This design comes from an exercise in tuning for small area and a short achievable clock period on the open sky130 flow, not from production work.

== old ==
## MACRegister
module MACRegister(
    input clk,
    input rst,
    input [1:0] opcode,
    input [15:0] a,
    input [15:0] b,
    output [31:0] dataOut
    );
    reg [31:0] register;
    assign dataOut = register;
    wire [31:0] rt = ~register;
    wire pp0_0 = ~(a[0] & b[0]), pp0_1 = ~(a[0] & b[1]), pp0_2 = ~(a[0] & b[2]), pp0_3 = ~(a[0] & b[3]), pp0_4 = ~(a[0] & b[4]), pp0_5 = ~(a[0] & b[5]), pp0_6 = ~(a[0] & b[6]), pp0_7 = ~(a[0] & b[7]), pp0_8 = ~(a[0] & b[8]), pp0_9 = ~(a[0] & b[9]), pp0_10 = ~(a[0] & b[10]), pp0_11 = ~(a[0] & b[11]), pp0_12 = ~(a[0] & b[12]), pp0_13 = ~(a[0] & b[13]), pp0_14 = ~(a[0] & b[14]), pp0_15 = ~(a[0] & b[15]);
    wire pp1_0 = ~(a[1] & b[0]), pp1_1 = ~(a[1] & b[1]), pp1_2 = ~(a[1] & b[2]), pp1_3 = ~(a[1] & b[3]), pp1_4 = ~(a[1] & b[4]), pp1_5 = ~(a[1] & b[5]), pp1_6 = ~(a[1] & b[6]), pp1_7 = ~(a[1] & b[7]), pp1_8 = ~(a[1] & b[8]), pp1_9 = ~(a[1] & b[9]), pp1_10 = ~(a[1] & b[10]), pp1_11 = ~(a[1] & b[11]), pp1_12 = ~(a[1] & b[12]), pp1_13 = ~(a[1] & b[13]), pp1_14 = ~(a[1] & b[14]), pp1_15 = ~(a[1] & b[15]);
    wire pp2_0 = ~(a[2] & b[0]), pp2_1 = ~(a[2] & b[1]), pp2_2 = ~(a[2] & b[2]), pp2_3 = ~(a[2] & b[3]), pp2_4 = ~(a[2] & b[4]), pp2_5 = ~(a[2] & b[5]), pp2_6 = ~(a[2] & b[6]), pp2_7 = ~(a[2] & b[7]), pp2_8 = ~(a[2] & b[8]), pp2_9 = ~(a[2] & b[9]), pp2_10 = ~(a[2] & b[10]), pp2_11 = ~(a[2] & b[11]), pp2_12 = ~(a[2] & b[12]), pp2_13 = ~(a[2] & b[13]), pp2_14 = ~(a[2] & b[14]), pp2_15 = ~(a[2] & b[15]);
    wire pp3_0 = ~(a[3] & b[0]), pp3_1 = ~(a[3] & b[1]), pp3_2 = ~(a[3] & b[2]), pp3_3 = ~(a[3] & b[3]), pp3_4 = ~(a[3] & b[4]), pp3_5 = ~(a[3] & b[5]), pp3_6 = ~(a[3] & b[6]), pp3_7 = ~(a[3] & b[7]), pp3_8 = ~(a[3] & b[8]), pp3_9 = ~(a[3] & b[9]), pp3_10 = ~(a[3] & b[10]), pp3_11 = ~(a[3] & b[11]), pp3_12 = ~(a[3] & b[12]), pp3_13 = ~(a[3] & b[13]), pp3_14 = ~(a[3] & b[14]), pp3_15 = ~(a[3] & b[15]);
  ...
Settings: LEC_CHECK=0, CAP_MARGIN=20, CORE_MARGIN=2, CORE_UTILIZATION=40, SETUP_SLACK_MARGIN=1.0, SLEW_MARGIN=20, SYNTH_HIERARCHICAL=1, SYNTH_MINIMUM_KEEP_SIZE=0; clock period 19.0 ns.
standard.sh (not shown) runs the stock make flow with config.mk's settings and CLKGATE_MAP_FILE= SYNTH_SCRIPT=/design/flow/synth_recipe.tcl, a recipe that flattens the netlist after the stock synthesis.
==> flow/flow/run.sh <==
#!/bin/bash
# Standard ORFS layout, with the port buffers made of buf_2 cells instead of the default choice.
set -euo pipefail
bash standard.sh "BUFFER_PORTS_ARGS=-buffer_cell sky130_fd_sc_hd__buf_2" finish > make_finish.log 2>&1
Relative to old, the following input files were edited for new:
==> flow/flow/run.sh <==
#!/bin/bash
# Standard ORFS layout, with the port buffers made of buf_1 cells instead of the default choice.
set -euo pipefail
bash standard.sh "BUFFER_PORTS_ARGS=-buffer_cell sky130_fd_sc_hd__buf_1" finish > make_finish.log 2>&1
Notes after the runs:
- old has a higher fraction of layout instances using a drive strength above 1 than new.
- Looking at routed length per placed instance across old and new, the one that comes out lower is old.
Function was not checked in any run of this note: the RTL went through the layout flow alone.

-- re-timing with driven ports --
How much do the figures lean on ideal ports? The routed layouts below were timed once more, with nothing changed but the port constraints.
Step 1 assumes that a clkbuf_16 drives the clock port and a buf_2 every other input.
Step 2, shift: input delay + t, output delay - t, t = (earliest + latest rising clock arrival at the registers) / 2. This alone moves slack from input paths to output paths.
Three values: no drivers, after step 1, after step 2; two values: the first two.
run	t, ns	slack for setup (ns)	worst register clock-pin slew, ns	pins driven straight from the clock port
old	0.337	9.064 / 9.076 / 8.740	0.08 / 0.08	1
new	0.335	8.610 / 8.617 / 8.283	0.07 / 0.07	1
After both steps every run listed still meets setup and hold. The setup slack of new, which loses most, moves by +0.007 ns with the drivers and by -0.327 ns with both steps.
